What follows belongs to an exercise in optimizing a design on an open flow for small area; a production flow would make more cautious choices.
At most, simulation tests tie the RTL to the original design; equivalence was not proved.
Power figures rest on the tool's default switching activity, not on a simulated workload.

==> v28: inputs <==
Design VGA_Display, start of the top module:
module VGA_Display(input clk, input left, input left_2, input rst, input switch, input AI_switch,
						 output [2:0] R, output [2:0] G, output [1:0] B, output vga_out_vsync, output vga_out_hsync,
						 output reg flag, output [6:0] OUT, output[3:0] EN,
						 input MISO, output SS, output MOSI, output SCLK,
						 input MISO_P2, output SS_P2, output MOSI_P2, output SCLK_P2 ,output test,
						 input fast);
==> flow/config.mk <==
export PLATFORM = sky130hd
export DESIGN_NAME = VGA_Display
export DESIGN_NICKNAME = VGA_Display
export VERILOG_FILES = /design/flow/design.v
export SDC_FILE = /design/flow/constraint.sdc
export NUM_CORES = 4
export LEC_CHECK = 0
export CAP_MARGIN = 20
export CORE_MARGIN = 2
export CORE_UTILIZATION = 40
export SLEW_MARGIN = 20
==> flow/constraint.sdc <==
create_clock -name core_clock -period 10.0 [get_ports {clk}]
set_input_delay 2.0000 -clock core_clock [delete_from_list [all_inputs] [get_ports {clk}]]
set_output_delay 2.0000 -clock core_clock [all_outputs]
set_load 0.01 [all_outputs]
run.sh (not shown) runs the stock make flow with config.mk's settings and CLKGATE_MAP_FILE= SYNTH_SCRIPT=/design/flow/synth_recipe.tcl, a recipe that flattens the netlist after the stock synthesis.
==> inputs of v8, as changes to v28 <==
--- a/flow/design.v
+++ b/flow/design.v
@@ -132,31 +132,19 @@
 		CBall_n = 3'd5; flag_n = 1'b1;
 	end
 	else if (ANYTHING && ball_right_2 && !flag && !paddle_P1 && !paddle_P2) begin
 		CBall_n = 3'd6; flag_n = 1'b1;
 	end
 	else if (ball_reset) CBall_n = 3'd0;
 end
 wire [19:0] hit = blk & {20{ball_all_2}};
-reg [19:0] first_hit;
-reg seen;
-integer fi;
-always @(*) begin
-	seen = 1'b0;
-	for (fi = 0; fi < 20; fi = fi + 1) begin
-		first_hit[fi] = hit[fi] & ~seen;
-		seen = seen | hit[fi];
-	end
-end
-always @(*) begin
-	CBlocks_n = CBlocks;
-	if (ball_all_2 & Blocks) CBlocks_n = CBlocks | first_hit;
-	else if (ball_reset & ~(ball_all_2 & offBlk)) CBlocks_n = 20'd0;
-end
+wire [19:0] first_hit = hit & ~{4'b0, hit[10], hit[10], hit[8], hit[8], 12'b0};
+wire clr = ball_reset & ~(ball_all_2 & (Blocks | offBlk));
+always @(*) CBlocks_n = {20{~clr}} & (CBlocks | first_hit);
 wire pong = border | paddle_P1 | paddle_P2 | ball;
 wire ricochet = border_Rico | paddle_P1 | ball | Blocks;
 assign R_temp = switch ? (ricochet ^ border_Rico ^ Blocks) & active : (pong ^ paddle_P1) & active;
 assign B_temp = switch ? (ricochet ^ Blocks ^ ball ^ Rocks) & active : (pong ^ paddle_P2 ^ ball) & active;
 assign G_temp = switch ? (ricochet ^ border_Rico ^ ball ^ Rocks) & active : (pong ^ ball) & active;
 endmodule
 `timescale 1ns / 1ps
 module jstk1_class(input b2, input [3:0] bc, input [2:0] s, input m, output reg [2:0] n);
@@ -304,93 +292,98 @@
 wire sFall = sc_end & SCK;
 always @(posedge clk or posedge rst)
 	if (rst) begin scnt <= 8'd0; SCK <= 1'b0; end
 	else if (sc_end) begin scnt <= 8'd0; SCK <= ~SCK; end
 	else scnt <= {scnt[6:0], ~(scnt[7] ^ scnt[5] ^ scnt[4] ^ scnt[3])};
 localparam M_IDLE = 2'd0, M_INIT = 2'd1, M_RXTX = 2'd2, M_DONE = 2'd3;
 reg [1:0] mState;
 reg [3:0] bitCount;
-reg CE, BUSY;
 reg mosiL;             
+wire CE = (mState == M_RXTX) & (|bitCount);
+wire BUSY = mState[1] | ((mState == M_IDLE) & bitCount[3]);
 localparam C_IDLE = 3'd0, C_INIT = 3'd1, C_WAIT = 3'd2, C_CHECK = 3'd3, C_DONE = 3'd4;
 reg [2:0] cState;
-reg [2:0] byteCnt;
-reg getByte, SSr, sndNZ;
+reg [2:0] byteCnt;     
+reg getByte, SSr;
+wire sndNZ = ~SSr;
 always @(posedge clk or posedge rst)
 	if (rst) begin
-		CE <= 1'b0; BUSY <= 1'b0; bitCount <= 4'd0; mState <= M_IDLE; mosiL <= 1'b0;
+		bitCount <= 4'd0; mState <= M_IDLE; mosiL <= 1'b0;
 	end
 	else if (sFall) begin
 		case (mState)
 			M_IDLE: begin
-				CE <= 1'b0; BUSY <= 1'b0; bitCount <= 4'd0; mosiL <= sndNZ;
+				bitCount <= 4'd0; mosiL <= sndNZ;
 				mState <= getByte ? M_INIT : M_IDLE;
 			end
 			M_INIT: begin
-				BUSY <= 1'b1; bitCount <= 4'd0; CE <= 1'b0; mState <= M_RXTX;
+				bitCount <= 4'd0; mState <= M_RXTX;
 			end
 			M_RXTX: begin
-				BUSY <= 1'b1; bitCount <= inc16({12'd0, bitCount});
-				CE <= (bitCount >= 4'd8) ? 1'b0 : 1'b1;
+				bitCount <= inc16({12'd0, bitCount});
 				mState <= (bitCount == 4'd8) ? M_DONE : M_RXTX;
 			end
 			M_DONE: begin
-				CE <= 1'b0; BUSY <= 1'b1; bitCount <= 4'd0; mState <= M_IDLE; mosiL <= 1'b0;
+				bitCount <= 4'd8; mState <= M_IDLE; mosiL <= 1'b0;
 			end
 		endcase
 	end
 always @(posedge clk or posedge rst)
 	if (rst) begin
-		SSr <= 1'b1; getByte <= 1'b0; sndNZ <= 1'b0; byteCnt <= 3'd0; cState <= C_IDLE;
+		SSr <= 1'b1; getByte <= 1'b0; cState <= C_IDLE;
 	end
 	else if (sFall) begin
 		case (cState)
 			C_IDLE: begin
-				SSr <= 1'b1; getByte <= 1'b0; sndNZ <= 1'b0; byteCnt <= 3'd0;
+				SSr <= 1'b1; getByte <= 1'b0;
 				cState <= sndRec ? C_INIT : C_IDLE;
 			end
 			C_INIT: begin
-				SSr <= 1'b0; getByte <= 1'b1; sndNZ <= 1'b1;
-				if (BUSY) begin cState <= C_WAIT; byteCnt <= inc16({13'd0, byteCnt}); end
+				SSr <= 1'b0; getByte <= 1'b1;
+				if (BUSY) cState <= C_WAIT;
 			end
 			C_WAIT: begin
 				SSr <= 1'b0; getByte <= 1'b0;
 				if (!BUSY) cState <= C_CHECK;
 			end
 			C_CHECK: begin
 				SSr <= 1'b0; getByte <= 1'b0;
 				cState <= (byteCnt == 3'd5) ? C_DONE : C_INIT;
 			end
 			C_DONE: begin
-				SSr <= 1'b1; getByte <= 1'b0; sndNZ <= 1'b0;
+				SSr <= 1'b1; getByte <= 1'b0;
 				if (!sndRec) cState <= C_IDLE;
 			end
 			default: cState <= C_IDLE;
 		endcase
 	end
+always @(posedge clk)
+	if (sFall) begin
+		if (cState == C_IDLE) byteCnt <= 3'd0;
+		else if ((cState == C_INIT) & BUSY) byteCnt <= inc16({13'd0, byteCnt});
+	end
 assign SS = SSr;
 assign SS_P2 = SSr;
 assign SCLK = CE & SCK;
 assign SCLK_P2 = CE & SCK;
 wire m_first = (mState == M_IDLE) | (mState == M_INIT) |
                ((mState == M_RXTX) & (bitCount[3:1] == 3'd0));
 wire m_rx = (mState == M_RXTX);
 assign MOSI    = mosiL & (m_first | (m_rx & (bitCount == 4'd7)));
 assign MOSI_P2 = mosiL & (m_first | (m_rx & (bitCount == 4'd8)));
 wire shiftIn = sRise & m_rx & CE;
 wire jUpd = shiftIn & ((byteCnt == 3'd1) | ((byteCnt == 3'd2) & (bitCount[3] | (bitCount == 4'd7))));
 reg [2:0] j1s, j2s;       
 wire [2:0] j1n, j2n;
 jstk1_class jc1(.b2(byteCnt[1]), .bc(bitCount), .s(j1s), .m(MISO), .n(j1n));
 jstk2_class jc2(.b2(byteCnt[1]), .bc(bitCount), .s(j2s), .m(MISO_P2), .n(j2n));
 reg [1:0] j1c, j2c;       
-always @(posedge clk or posedge rst)
-	if (rst) begin j1s <= 3'd0; j2s <= 3'd0; end
-	else if (jUpd) begin
+always @(posedge clk)       
+	if (jUpd) begin
 		j1s <= j1n;
 		j2s <= j2n;
 	end
 always @(posedge clk or posedge rst)
 	if (rst) begin j1c <= 2'd1; j2c <= 2'd1; end
 	else if (sFall & (cState == C_DONE)) begin j1c <= j1s[1:0]; j2c <= j2s[1:0]; end
 assign test = (j1c == 2'd3);
 wire [1:0] controls_P1 = (j1c == 2'd3) ? 2'd0 : j1c;
==> flow/config.mk (replaced) <==
export PLATFORM = sky130hd
export DESIGN_NAME = VGA_Display
export DESIGN_NICKNAME = VGA_Display
export VERILOG_FILES = /design/flow/design.v
export SDC_FILE = /design/flow/constraint.sdc
export NUM_CORES = 4
export LEC_CHECK = 0
export CAP_MARGIN = 20
export CORE_MARGIN = 2
export CORE_UTILIZATION = 40
export CTS_BUF_LIST = sky130_fd_sc_hd__clkbuf_8
export SLEW_MARGIN = 20
==> summary of the runs <==
In clock-buffer cell count, v28 and v8 do not differ. Against v28, the final area of v8 is smaller by 3.1%. Against v8, the clock power of v28 is larger by about 25%. Between v8 and v28, the lower via count is in v8 (gap 2.7%, measured against v28). Between v28 and v8, the lower die area is in v8 (gap 2.0%, measured against v8). Wire length: v8 is smaller than v28 (about 2.5%).
Function not checked in v28: the RTL went through the layout flow alone.

---

==> pepper <==
VGA_Display, a different RTL version from the one above (not shown whole).
clock: 10.0 ns
lec_check: 0
cap_margin: 20
core_margin: 2
core_utilization: 60
slew_margin: 20
standard.sh (not shown) runs the stock make flow with config.mk's settings and CLKGATE_MAP_FILE= SYNTH_SCRIPT=/design/flow/synth_recipe.tcl, a recipe that flattens the netlist after the stock synthesis.
==> flow/flow/run.sh <==
#!/bin/bash
# Layout flow: the standard ORFS flow, with changes that only affect
# cell choice:
#  - ABC restructures the logic for fewer nodes (&deepsyn, 2 minutes) and
#    maps it with an area-oriented script (flow/abc_area.script)
#    instead of ORFS's delay-oriented one (registers are mapped before ABC
#    and are untouched by it);
#  - adders are left to ABC (no full/half-adder cell extraction before it);
#  - the input/output port buffers are buf_1 cells;
#  - clock tree synthesis uses clkbuf_8 and adds no dummy loads.
# Each tool's output goes to a log file in this folder.
set -euo pipefail
WORK=$(pwd)
rm -rf "$WORK/scripts_local"
cp -r "$FLOW_HOME/scripts" "$WORK/scripts_local"
cp "$WORK/flow/abc_area.script" "$WORK/scripts_local/abc_speed.script"
bash "$WORK/standard.sh" SCRIPTS_DIR="$WORK/scripts_local" ADDER_MAP_FILE= \
	BUFFER_PORTS_ARGS="-buffer_cell sky130_fd_sc_hd__buf_1" \
	CTS_ARGS="-sink_clustering_enable -repair_clock_nets -dont_use_dummy_load -buf_list sky130_fd_sc_hd__clkbuf_8" finish > "$WORK/flow_make.log" 2>&1
==> flow/flow/abc_area.script <==
strash
&get -n
&fraig -x
&put
scorr
dc2
strash
&get -n
&deepsyn -T 120
&put
strash
&get -n
&dch -f
&nf -R 1000 -p
&put
==> inputs of quartz, as changes to pepper <==
--- a/flow/design.v
+++ b/flow/design.v
@@ -1,40 +1,31 @@
 `timescale 1ns / 1ps
 module VGA_pixel(
 	input [9:0] X, input [9:0] Y,           
-	input [9:0] nBx, input [9:0] nBy,       
-	input [8:0] nP1, input [8:0] nP2,       
+	input [9:0] Bx, input [9:0] By,         
+	input [8:0] p1h, input [8:0] p2h,       
 	input [19:0] CBlocks,                   
 	input [2:0] CBall, input flag,
 	input switch, input game_clk,
 	output R_temp, output G_temp, output B_temp,
 	output reg [2:0] CBall_n, output reg flag_n,
 	output reg [19:0] CBlocks_n,
 	output [1:0] ai_ctl
 	);
-function [10:0] sub11n;
-	input [9:0] a, nb;
+function [10:0] sub11;
+	input [9:0] a, b;
 	reg c; integer i;
 	begin
 		c = 1'b1;
 		for (i = 0; i < 10; i = i + 1) begin
-			sub11n[i] = a[i] ^ nb[i] ^ c;
-			c = (a[i] & nb[i]) | (a[i] & c) | (nb[i] & c);
+			sub11[i] = a[i] ^ ~b[i] ^ c;
+			c = (a[i] & ~b[i]) | (a[i] & c) | (~b[i] & c);
 		end
-		sub11n[10] = ~c;
-	end
-endfunction
-function ltU;                     
-	input [9:0] a, b;
-	integer i;
-	begin
-		ltU = 1'b0;
-		for (i = 0; i < 10; i = i + 1)
-			ltU = (~a[i] & b[i]) | (~(a[i] ^ b[i]) & ltU);
+		sub11[10] = ~c;
 	end
 endfunction
 function geC;                     
 	input [10:0] x, k;
 	integer i;
 	begin
 		geC = 1'b1;
 		for (i = 0; i < 11; i = i + 1)
@@ -49,37 +40,37 @@
 		for (i = 0; i < 11; i = i + 1)
 			leC = k[i] ? (~x[i] | leC) : (~x[i] & leC);
 	end
 endfunction
 function inS;                     
 	input [10:0] d, lo, hi;
 	inS = geC(d ^ 11'h400, lo ^ 11'h400) & leC(d ^ 11'h400, hi ^ 11'h400);
 endfunction
-wire [9:0] nPx1 = {nP1, 1'b0};          
-wire [9:0] nPx2 = {nP2, 1'b0};
+wire [9:0] paddle_x_P1 = {p1h, 1'b1};
+wire [9:0] paddle_x_P2 = {p2h, 1'b1};
 wire active = (leC({1'b0, X}, 11'd629)) && (leC({1'b0, Y}, 11'd479));
-wire [10:0] dP1 = sub11n(X, nPx1);
-wire [10:0] dP2 = sub11n(X, nPx2);
-wire [10:0] dBX = sub11n(X, nBx);
-wire [10:0] dBY = sub11n(Y, nBy);
+wire [10:0] dP1 = sub11(X, paddle_x_P1);
+wire [10:0] dP2 = sub11(X, paddle_x_P2);
+wire [10:0] dBX = sub11(X, Bx);
+wire [10:0] dBY = sub11(Y, By);
 wire signed [10:0] sP1 = dP1, sP2 = dP2, sBX = dBX, sBY = dBY;
 wire RightBorder = (geC({1'b0, X}, 11'd610) && leC({1'b0, X}, 11'd630));
 wire LeftBorder = (leC({1'b0, X}, 11'd20));
 wire TopBorder = (leC({1'b0, Y}, 11'd20));
 wire border_Rico = RightBorder | LeftBorder | TopBorder;
 wire border = RightBorder | LeftBorder;
 wire paddle_P1 = inS(dP1, -11'sd60, 11'sd60) && (geC({1'b0, Y}, 11'd460) && leC({1'b0, Y}, 11'd479));
 wire paddle_P2 = inS(dP2, -11'sd60, 11'sd60) && (leC({1'b0, Y}, 11'd19));
 wire paddle_P1_left  = inS(dP1, -11'sd60, -11'sd20);
 wire paddle_P1_right = inS(dP1, 11'sd20, 11'sd60);
 wire paddle_P2_left  = inS(dP2, -11'sd60, -11'sd20);
 wire paddle_P2_right = inS(dP2, 11'sd20, 11'sd60);
 wire ball = inS(dBX, 11'sd0, 11'sd20) && inS(dBY, 11'sd0, 11'sd20);
-wire ball_reset = leC({1'b0, nBy}, 11'd492);      
+wire ball_reset = (geC({1'b0, By}, 11'd531));
 wire xMid = (sBX == 11'sd10);          
 wire yMid = (sBY == 11'sd10);          
 wire ball_top_2 = xMid && (sBY == -11'sd5);
 wire ball_bot_2 = xMid && (sBY == 11'sd25);
 wire ball_right_2 = (sBX == 11'sd25) && yMid;
 wire ball_left_2 = (sBX == -11'sd5) && yMid;
 wire ball_all_2 = ball_top_2 | ball_left_2 | ball_right_2 | ball_bot_2;
 wire yb1 = (geC({1'b0, Y}, 11'd30)) && (leC({1'b0, Y}, 11'd90));
@@ -119,17 +110,18 @@
 wire Blocks = |blk;
 wire offBlk = xOff & ((yb1 & (CBlocks[0] | CBlocks[1] | CBlocks[13])) |
                       (yb3 & (CBlocks[2] | CBlocks[3] | CBlocks[15])) |
                       (yb5 & (CBlocks[4] | CBlocks[5] | CBlocks[17])) |
                       (yb6 & (CBlocks[6] | CBlocks[7] | CBlocks[19])));
 wire Rocks = ((geC({1'b0, Y}, 11'd30) && leC({1'b0, Y}, 11'd150)) || (geC({1'b0, Y}, 11'd200) && leC({1'b0, Y}, 11'd310))) &&
              ((geC({1'b0, X}, 11'd170) && leC({1'b0, X}, 11'd200)) || (geC({1'b0, X}, 11'd400) && leC({1'b0, X}, 11'd430)));
 wire ANYTHING = switch ? (paddle_P1 | border_Rico | Rocks) : (paddle_P1 | border | paddle_P2);
-assign ai_ctl = geC({1'b0, nBy}, 11'd724) ? {ltU(nBx, nPx2), ltU(nPx2, nBx)} : 2'd0;
+wire [10:0] dPB = sub11(paddle_x_P2, Bx);
+assign ai_ctl = leC({1'b0, By}, 11'd299) ? {dPB[10], ~dPB[10] & (|dPB[9:0])} : 2'd0;
 always @(*) begin
 	CBall_n = CBall; flag_n = flag;
 	if (game_clk) begin CBall_n = 3'd7; flag_n = 1'b0; end
 	else if (ANYTHING && ball_top_2 && !flag && !border) begin
 		flag_n = 1'b1;
 		CBall_n = (paddle_P1_left || paddle_P1_right) ? 3'd2 : 3'd1;
 	end
 	else if (ANYTHING && ball_bot_2 && !flag && !border) begin
@@ -391,80 +383,80 @@
 		j2s <= j2n;
 	end
 always @(posedge clk or posedge rst)
 	if (rst) begin j1c <= 2'd1; j2c <= 2'd1; end
 	else if (sFall & (cState == C_DONE)) begin j1c <= j1s[1:0]; j2c <= j2s[1:0]; end
 assign test = (j1c == 2'd3);
 wire [1:0] controls_P1 = (j1c == 2'd3) ? 2'd0 : j1c;
 wire [1:0] left_P2 = j2c;
-reg [8:0] nP1, nP2;
-reg [9:0] nBx, nBy;
+reg [8:0] p1h, p2h;
+reg [9:0] Bx, By;
 reg vxOne, vxNeg, vxThree;    
 reg vyNeg, vyTwo;             
 reg [2:0] CBall;
 wire [1:0] ai_ctl;
 wire [1:0] controls_P2 = AI_switch ? ai_ctl : left_P2;
-wire p1mv = controls_P1[0] ? leC({1'b0, nP1}, 10'd471) : (controls_P1[1] & geC({1'b0, nP1}, 10'd237));
-wire p2mv = controls_P2[0] ? leC({1'b0, nP2}, 10'd471) : (controls_P2[1] & geC({1'b0, nP2}, 10'd237));
-wire [9:0] p1nx = add10({1'b0, nP1}, {{9{~controls_P1[0]}}, 1'b1});
-wire [9:0] p2nx = add10({1'b0, nP2}, {{9{~controls_P2[0]}}, 1'b1});
+wire p1mv = controls_P1[0] ? geC({1'b0, p1h}, 10'd40) : (controls_P1[1] & leC({1'b0, p1h}, 10'd274));
+wire p2mv = controls_P2[0] ? geC({1'b0, p2h}, 10'd40) : (controls_P2[1] & leC({1'b0, p2h}, 10'd274));
+wire [9:0] p1nx = add10({1'b0, p1h}, {{9{controls_P1[0]}}, 1'b1});
+wire [9:0] p2nx = add10({1'b0, p2h}, {{9{controls_P2[0]}}, 1'b1});
 always @(posedge clk or posedge rst)
-	if (rst) begin nP1 <= ~9'd147; nP2 <= ~9'd147; end
+	if (rst) begin p1h <= 9'd147; p2h <= 9'd147; end
 	else if (game_clk) begin
-		if (p1mv) nP1 <= p1nx[8:0];
-		if (p2mv) nP2 <= p2nx[8:0];
+		if (p1mv) p1h <= p1nx[8:0];
+		if (p2mv) p2h <= p2nx[8:0];
 	end
 wire vx23 = ~vxOne & ~vxNeg;    
-wire [9:0] nVx10 = {{8{~vxNeg}}, vxOne ? 2'b11 : (vxNeg ? (vxThree ? 2'b11 : 2'b10) : (vxThree ? 2'b01 : 2'b10))};
-wire [9:0] nVy10 = {{8{~vyNeg}}, vyTwo | ~vyNeg, ~vyTwo};
+wire [9:0] Vx10 = {{8{vxNeg}}, vxOne ? 2'b01 : (vxNeg ? (vxThree ? 2'b01 : 2'b10) : (vxThree ? 2'b11 : 2'b10))};
+wire [9:0] Vy10 = {{8{vyNeg}}, vyTwo | vyNeg, ~vyTwo};
 always @(posedge clk or posedge rst)
 	if (rst) begin
-		nBx <= ~10'd295; nBy <= ~10'd240;
+		Bx <= 10'd295; By <= 10'd240;
 		vxOne <= 1'b1; vxNeg <= 1'b0; vxThree <= 1'b0; vyNeg <= 1'b1; vyTwo <= 1'b0;
 	end
 	else if (ball_clk) begin
 		case (CBall)
 			3'd0: begin
-				nBx <= ~10'd295; nBy <= ~10'd240;
+				Bx <= 10'd295; By <= 10'd240;
 				vxOne <= 1'b1; vxNeg <= 1'b0; vxThree <= 1'b0; vyNeg <= 1'b1; vyTwo <= 1'b0;
 			end
 			3'd1, 3'd2, 3'd3, 3'd4: begin
 				vyNeg <= CBall[1] & CBall[0] | CBall[2];
 				vyTwo <= CBall[0];
 				vxOne <= 1'b0; vxNeg <= ~vx23; vxThree <= ~CBall[0];
 			end
 			3'd5: begin    
 				vxThree <= vxNeg & vxThree; vxNeg <= 1'b0; vxOne <= 1'b0;
 			end
 			3'd6: begin    
 				vxThree <= ~vxNeg & vxThree & ~vxOne; vxNeg <= 1'b1; vxOne <= 1'b0;
 			end
 			3'd7: begin
-				nBx <= add10(nBx, nVx10); nBy <= add10(nBy, nVy10);
+				Bx <= add10(Bx, Vx10); By <= add10(By, Vy10);
 			end
 		endcase
 	end
 reg [19:0] CBlocks;
 wire R_temp, G_temp, B_temp;
 wire [2:0] CBall_n;
 wire flag_n;
 wire [19:0] CBlocks_n;
-VGA_pixel pix(.X(X), .Y(Y), .nBx(nBx), .nBy(nBy), .nP1(nP1), .nP2(nP2), .CBlocks(CBlocks),
+VGA_pixel pix(.X(X), .Y(Y), .Bx(Bx), .By(By), .p1h(p1h), .p2h(p2h), .CBlocks(CBlocks),
 	.CBall(CBall), .flag(flag), .switch(switch), .game_clk(game_clk),
 	.R_temp(R_temp), .G_temp(G_temp), .B_temp(B_temp),
 	.CBall_n(CBall_n), .flag_n(flag_n), .CBlocks_n(CBlocks_n), .ai_ctl(ai_ctl));
 always @(posedge clk or posedge rst)
 	if (rst) begin CBall <= 3'd7; flag <= 1'b0; CBlocks <= 20'd0; end
 	else begin CBall <= CBall_n; flag <= flag_n; CBlocks <= CBlocks_n; end
 assign R = {3{R_temp}};
 assign G = {3{G_temp}};
 assign B = {2{B_temp}};
-wire sc1 = geC(nBy, 10'd1021) && leC(nBy, 10'd1022);    
-wire sc2 = geC(nBy, 10'd541) && leC(nBy, 10'd543);      
+wire sc1 = geC(By, 10'd1) && leC(By, 10'd2);
+wire sc2 = geC(By, 10'd480) && leC(By, 10'd482);
 reg sc1_d, sc2_d;
 reg [3:0] d0, d1, d2, d3;
 wire f1 = sc1_d & ~sc1;
 wire f2 = sc2_d & ~sc2;
 always @(posedge clk or posedge rst)
 	if (rst) begin sc1_d <= 1'b0; sc2_d <= 1'b0; d0 <= 4'd0; d1 <= 4'd0; d2 <= 4'd0; d3 <= 4'd0; end
 	else begin
 		sc1_d <= sc1; sc2_d <= sc2;
==> flow/flow/run.sh (replaced) <==
#!/bin/bash
# Layout flow: the standard ORFS flow, with two changes that only affect
# cell choice:
#  - ABC maps the logic with an area-oriented script (flow/abc_area.script)
#    instead of ORFS's delay-oriented one (registers are mapped before ABC
#    and are untouched by it);
#  - the input/output port buffers are buf_1 cells;
#  - clock tree synthesis uses clkbuf_8 and adds no dummy loads.
# Each tool's output goes to a log file in this folder.
set -euo pipefail
WORK=$(pwd)
rm -rf "$WORK/scripts_local"
cp -r "$FLOW_HOME/scripts" "$WORK/scripts_local"
cp "$WORK/flow/abc_area.script" "$WORK/scripts_local/abc_speed.script"
bash "$WORK/standard.sh" SCRIPTS_DIR="$WORK/scripts_local" \
	BUFFER_PORTS_ARGS="-buffer_cell sky130_fd_sc_hd__buf_1" \
	CTS_ARGS="-sink_clustering_enable -repair_clock_nets -dont_use_dummy_load -buf_list sky130_fd_sc_hd__clkbuf_8" finish > "$WORK/flow_make.log" 2>&1
==> flow/flow/abc_area.script (replaced) <==
strash
&get -n
&fraig -x
&put
scorr
dc2
strash
&get -n
&syn2
&dch -f
&nf -R 1000 -p
&put
strash
dch -f
&get -n
&nf -R 1000 -p
&put
CORE_UTILIZATION = 40   (was 60)
==> inputs of onyx, as changes to pepper <==
--- a/flow/flow/run.sh
+++ b/flow/flow/run.sh
@@ -1,13 +1,12 @@
 #!/bin/bash
 # Layout flow: the standard ORFS flow, with changes that only affect
 # cell choice:
-#  - ABC restructures the logic for fewer nodes (&deepsyn, 2 minutes) and
-#    maps it with an area-oriented script (flow/abc_area.script)
+#  - ABC maps the logic with an area-oriented script (flow/abc_area.script)
 #    instead of ORFS's delay-oriented one (registers are mapped before ABC
 #    and are untouched by it);
 #  - adders are left to ABC (no full/half-adder cell extraction before it);
 #  - the input/output port buffers are buf_1 cells;
 #  - clock tree synthesis uses clkbuf_8 and adds no dummy loads.
 # Each tool's output goes to a log file in this folder.
 set -euo pipefail
 WORK=$(pwd)
==> flow/flow/abc_area.script (replaced) <==
strash
&get -n
&fraig -x
&put
scorr
dc2
strash
&get -n
&syn2
&dch -f
&nf -R 1000 -p
&put
strash
dch -f
&get -n
&nf -R 1000 -p
&put
CORE_UTILIZATION = 40   (was 60)
==> reports/metrics.yaml <==
status:
  outcome: "timing/DRC/antenna clean"
setup_path:
  rrSetupSlack_ns: 1.44
  critPathArrivalTime_ns: 6.95
synthesis:
  synth.area.mux_share_pct: 3.30
  synth_cell_type_count: 70
final_layout:
  final_cell_area_um2: 13300
floorplanning:
  core_um2: 30600
  fp.dieH_um: 180
power:
  power.leakage_nw: 5.49
-- figures above: quartz

==> reports/metrics.yaml <==
final_layout:
  seq_share_pct: 41.9
  final_cell_area_um2: 11800
floorplanning:
  core_um2: 18100
  fp.dieH_um: 141
place:
  pre_cts_ws_ns: 3.48
status:
  outcome: "timing/DRC/antenna clean"
synthesis:
  synth_edf_count: 9
  synth_cell_type_count: 68
  synth.area.mux_share_pct: 1.82
setup_path:
  critPathArrivalTime_ns: 5.04
  rrSetupSlack_ns: 4.51
worst_hold_path:
  holdCritStartpoint: "scnt[1]"
global_route:
  grt-busiest-layer: "met2"
-- figures above: pepper

==> reports/metrics.yaml <==
synthesis:
  synth.area.mux_share_pct: 1.61
  synth_cell_type_count: 70
clock_tree:
  cts_buffers: 17
setup_path:
  critPathArrivalTime_ns: 6.26
  rrSetupSlack_ns: 3.42
floorplanning:
  core_um2: 28900
  fp.dieH_um: 176
status:
  outcome: "timing/DRC/antenna clean"
power:
  power.leakage_nw: 4.98
-- figures above: onyx

afterwards: timing with drivers on the ports:
Ports are ideal in the flow. The routed layouts listed here were re-timed in OpenROAD. Step 1 assumes that a clkbuf_16 drives the clock port and a buf_2 every other input. Step 2 times the ports against the registers' clock, not the clock port: input delays grow and output delays shrink by t, the midpoint of the rising clock arrivals with the driver on. a / b / c = ideal / step 1 / step 2; a / b = the first two.
| run | shift t [ns] | setup WS [ns] | pins driven straight from the clock port |
|---|---|---|---|
| v28 | 0.498 | 0.542 / 0.495 / 0.993 | 1 |
| v8 | 0.547 | 0.849 / 0.803 / 1.350 | 1 |
| pepper | 0.500 | 2.964 / 2.922 / 3.422 | 1 |
| quartz | 0.520 | 1.050 / 1.006 / 1.444 | 1 |
| onyx | 0.514 | 1.745 / 1.698 / 2.212 | 1 |
After both steps setup and hold are still met in every run listed.
